What follows belongs to an exercise in optimizing a design on an open flow for small area and a short achievable clock period; a production flow would make more cautious choices.
The RTL was checked by simulation tests, not by an equivalence proof against the original design.
Power figures rest on the tool's default switching activity, not on a simulated workload.

==> flow/design.v (excerpt) <==
module rv_core(
    input clk,
    input rst_n,                 
    output [31:0] imem_addr,
    input  [31:0] imem_rdata,
    output [31:0] dmem_addr,
    output [31:0] dmem_wdata,
    output        dmem_we,
    input  [31:0] dmem_rdata
    );
Size in the first run: roughly 3400 cells after synthesis, roughly 160 I/O pins, ~47000 um2 of cells after synthesis.
export LEC_CHECK = 0
export CAP_MARGIN = 20
export CORE_MARGIN = 2
export CORE_UTILIZATION = 65
export SETUP_SLACK_MARGIN = 4
export SLEW_MARGIN = 20
export SYNTH_HIERARCHICAL = 1
create_clock -name core_clock -period 12.5 [get_ports {clk}]
standard.sh (not shown) runs the stock make flow with config.mk's settings and CLKGATE_MAP_FILE= SYNTH_SCRIPT=/design/flow/synth_recipe.tcl, a recipe that flattens the netlist after the stock synthesis.
==> flow/flow/run.sh <==
#!/bin/bash
# Layout flow: the standard layout (standard.sh: ORFS synthesis to final
# layout), run unchanged for synthesis, then with these differences:
#  * port buffers are buf_2 cells instead of ORFS's default choice (a
#    clkdlybuf4s50_1 delay cell); every port still gets its buffer;
#  * CTS builds its tree from clkbuf_16 with larger sink clusters and
#    no dummy loads.
# Each tool's full output goes to a log in this folder (and ORFS's own per-step
# logs under orfs/logs/).
set -euo pipefail
bash standard.sh synth > synth.log 2>&1
export BUFFER_PORTS_ARGS="-buffer_cell sky130_fd_sc_hd__buf_2"
export CTS_ARGS="-sink_clustering_enable -repair_clock_nets -dont_use_dummy_load -sink_clustering_size 30 -sink_clustering_max_diameter 100 -buf_list {sky130_fd_sc_hd__clkbuf_16}"
bash standard.sh > layout.log 2>&1
The baseline went through all stages and came out clean.
Edit:
==> flow/flow/run.sh (replaced) <==
#!/bin/bash
# Layout flow: the standard layout (standard.sh: ORFS synthesis to final
# layout), run unchanged for synthesis, then with these differences:
#  * port buffers are buf_2 cells instead of ORFS's default choice (a
#    clkdlybuf4s50_1 delay cell); every port still gets its buffer;
#  * CTS builds its tree from clkbuf_8/clkbuf_16 with larger sink clusters and
#    no dummy loads.
# Each tool's full output goes to a log in this folder (and ORFS's own per-step
# logs under orfs/logs/).
set -euo pipefail
bash standard.sh synth > synth.log 2>&1
export BUFFER_PORTS_ARGS="-buffer_cell sky130_fd_sc_hd__buf_2"
export CTS_ARGS="-sink_clustering_enable -repair_clock_nets -dont_use_dummy_load -sink_clustering_size 20 -sink_clustering_max_diameter 80 -buf_list {sky130_fd_sc_hd__clkbuf_8 sky130_fd_sc_hd__clkbuf_16}"
bash standard.sh > layout.log 2>&1
Effect:
- cell area climbs by 1.9%
- synthesized area is unchanged
- worst hold slack gets better by 15 ps
- worst setup slack is worse by 30 ps
- clock skew rises by 46 ps
- global-route usage rose by 0.44 points
Edit:
==> flow/flow/run.sh (replaced) <==
#!/bin/bash
# Layout flow: the standard layout (standard.sh: ORFS synthesis to final
# layout), run unchanged for synthesis, then with these differences:
#  * port buffers are buf_4 cells instead of ORFS's default choice (a
#    clkdlybuf4s50_1 delay cell); every port still gets its buffer;
#  * CTS builds its tree from clkbuf_16 with larger sink clusters and
#    no dummy loads.
# Each tool's full output goes to a log in this folder (and ORFS's own per-step
# logs under orfs/logs/).
set -euo pipefail
bash standard.sh synth > synth.log 2>&1
export BUFFER_PORTS_ARGS="-buffer_cell sky130_fd_sc_hd__buf_4"
export CTS_ARGS="-sink_clustering_enable -repair_clock_nets -dont_use_dummy_load -sink_clustering_size 30 -sink_clustering_max_diameter 100 -buf_list {sky130_fd_sc_hd__clkbuf_16}"
bash standard.sh > layout.log 2>&1
The changed run finished clean; non-clock buffer count came out lower by 26; core utilization came out lower by 1.2 points; wire length came out lower by 1.9%; combinational power came out lower by about 3%.

---

== 03-16 ==
rv_core, a different RTL version from the one above (not shown whole).
For scale: ~3700 cells after synthesis, roughly 160 I/O pins, roughly 0.047 mm2 of cells after synthesis.
// rv_core
module rv_core(
    input clk,
    input rst_n,                 
    output [31:0] imem_addr,
    input  [31:0] imem_rdata,
    output [31:0] dmem_addr,
    output [31:0] dmem_wdata,
    output        dmem_we,
    input  [31:0] dmem_rdata
    );
make LEC_CHECK=0 CAP_MARGIN=20 CORE_MARGIN=2 CORE_UTILIZATION=65 CTS_BUF_LIST='sky130_fd_sc_hd__clkbuf_4 sky130_fd_sc_hd__clkbuf_8' SETUP_SLACK_MARGIN=4 SLEW_MARGIN=20 SYNTH_HIERARCHICAL=1 finish   # period 12.5 ns
run.sh (not shown) runs the stock make flow with config.mk's settings and CLKGATE_MAP_FILE= SYNTH_SCRIPT=/design/flow/synth_recipe.tcl, a recipe that flattens the netlist after the stock synthesis.
Stock flow here: none of the scripts above is used.
Relative to 03-16, the following input files were edited for 12-17:
- removing CTS_BUF_LIST (formerly sky130_fd_sc_hd__clkbuf_4 sky130_fd_sc_hd__clkbuf_8)
==> flow/flow/run.sh (new file) <==
#!/bin/bash
# Layout flow: the standard layout (standard.sh: ORFS synthesis to final
# layout), run unchanged for synthesis, then with these differences:
#  * port buffers are buf_2 cells instead of ORFS's default choice (a
#    clkdlybuf4s50_1 delay cell); every port still gets its buffer;
#  * CTS builds its tree from clkbuf_8/clkbuf_16 with larger sink clusters and
#    no dummy loads.
# Each tool's full output goes to a log in this folder (and ORFS's own per-step
# logs under orfs/logs/).
set -euo pipefail
bash standard.sh synth > synth.log 2>&1
export BUFFER_PORTS_ARGS="-buffer_cell sky130_fd_sc_hd__buf_2"
export CTS_ARGS="-sink_clustering_enable -repair_clock_nets -dont_use_dummy_load -sink_clustering_size 20 -sink_clustering_max_diameter 80 -buf_list {sky130_fd_sc_hd__clkbuf_8 sky130_fd_sc_hd__clkbuf_16}"
bash standard.sh > layout.log 2>&1
==> flow/standard.sh (new file) <==
#!/bin/bash
# synth_recipe.tcl (not shown) runs the flow's synth.tcl, then flattens the netlist and writes it again
# the make line also repeats each setting of config.mk as NAME=value (left out here)
make -C /OpenROAD-flow-scripts/flow DESIGN_CONFIG=/design/flow/config.mk WORK_HOME=/design/flow/orfs CLKGATE_MAP_FILE= SYNTH_SCRIPT=/design/flow/synth_recipe.tcl "${@:-finish}"
removed: flow/run.sh
[summary]
In the reports for 03-16 and 12-17, the smaller first-iteration DRC count belongs to 12-17.
When the final numbers for 03-16 and 12-17 were put side by side, the slew at the pin closest to its max-slew limit turned out to be greater in 03-16.
Of the two values seen for endpoint of the worst setup timing path, dmem_addr[31] was produced by 12-17 and dmem_addr[30] by 03-16.
Design area (12-17 vs. 03-16) decreases by a few percent
Die footprint: 12-17 vs 03-16 identical
03-16 → 12-17: area overhead of the layout relative to synthesis lower, clock input transition at the sequential cells of the worst setup and hold paths increased 0.02 ns, clock skew rose by 0.051 ns, final cell count without fillers now smaller.
Least setup slack across all paths after layout sits higher in 12-17 than in 03-16.
The ratio of final minimum period to clock period in 12-17 sits 0.80 points below the value recorded for 03-16.
HPWL after detailed placement of 12-17 falls short of that of 03-16 slightly.

-- afterwards: timing with drivers on the ports --
How much do the figures lean on ideal ports? The routed layouts below were timed once more, with nothing changed but the port constraints. Step 1 (the two cells are an assumption about what drives the block):
set clk [get_ports {clk}]
set_driving_cell -lib_cell sky130_fd_sc_hd__clkbuf_16 $clk
set_driving_cell -lib_cell sky130_fd_sc_hd__buf_2 [delete_from_list [all_inputs] $clk]
Step 2 times the ports against the registers' clock, not the clock port: input delays grow and output delays shrink by t, the midpoint of the rising clock arrivals with the driver on. Three values: no drivers, after step 1, after step 2; two values: the first two.
run | t (ns) | setup slack, ns | worst setup path after step 2
the first run of note 1 | 0.691 | 3.772 / 3.726 / 3.726 | input to output
the second run of note 1 | 0.705 | 3.741 / 3.489 / 3.489 | input to output
the third run of note 1 | 0.664 | 3.764 / 3.683 / 3.683 | input to output
03-16 | 0.954 | 3.806 / 3.774 / 3.774 | input to output
12-17 | 0.722 | 3.905 / 3.821 / 3.821 | input to output
After both steps every run listed still meets setup and hold. The setup slack of the second run of note 1, which loses most, moves by -0.252 ns with the drivers and by -0.252 ns with both steps.
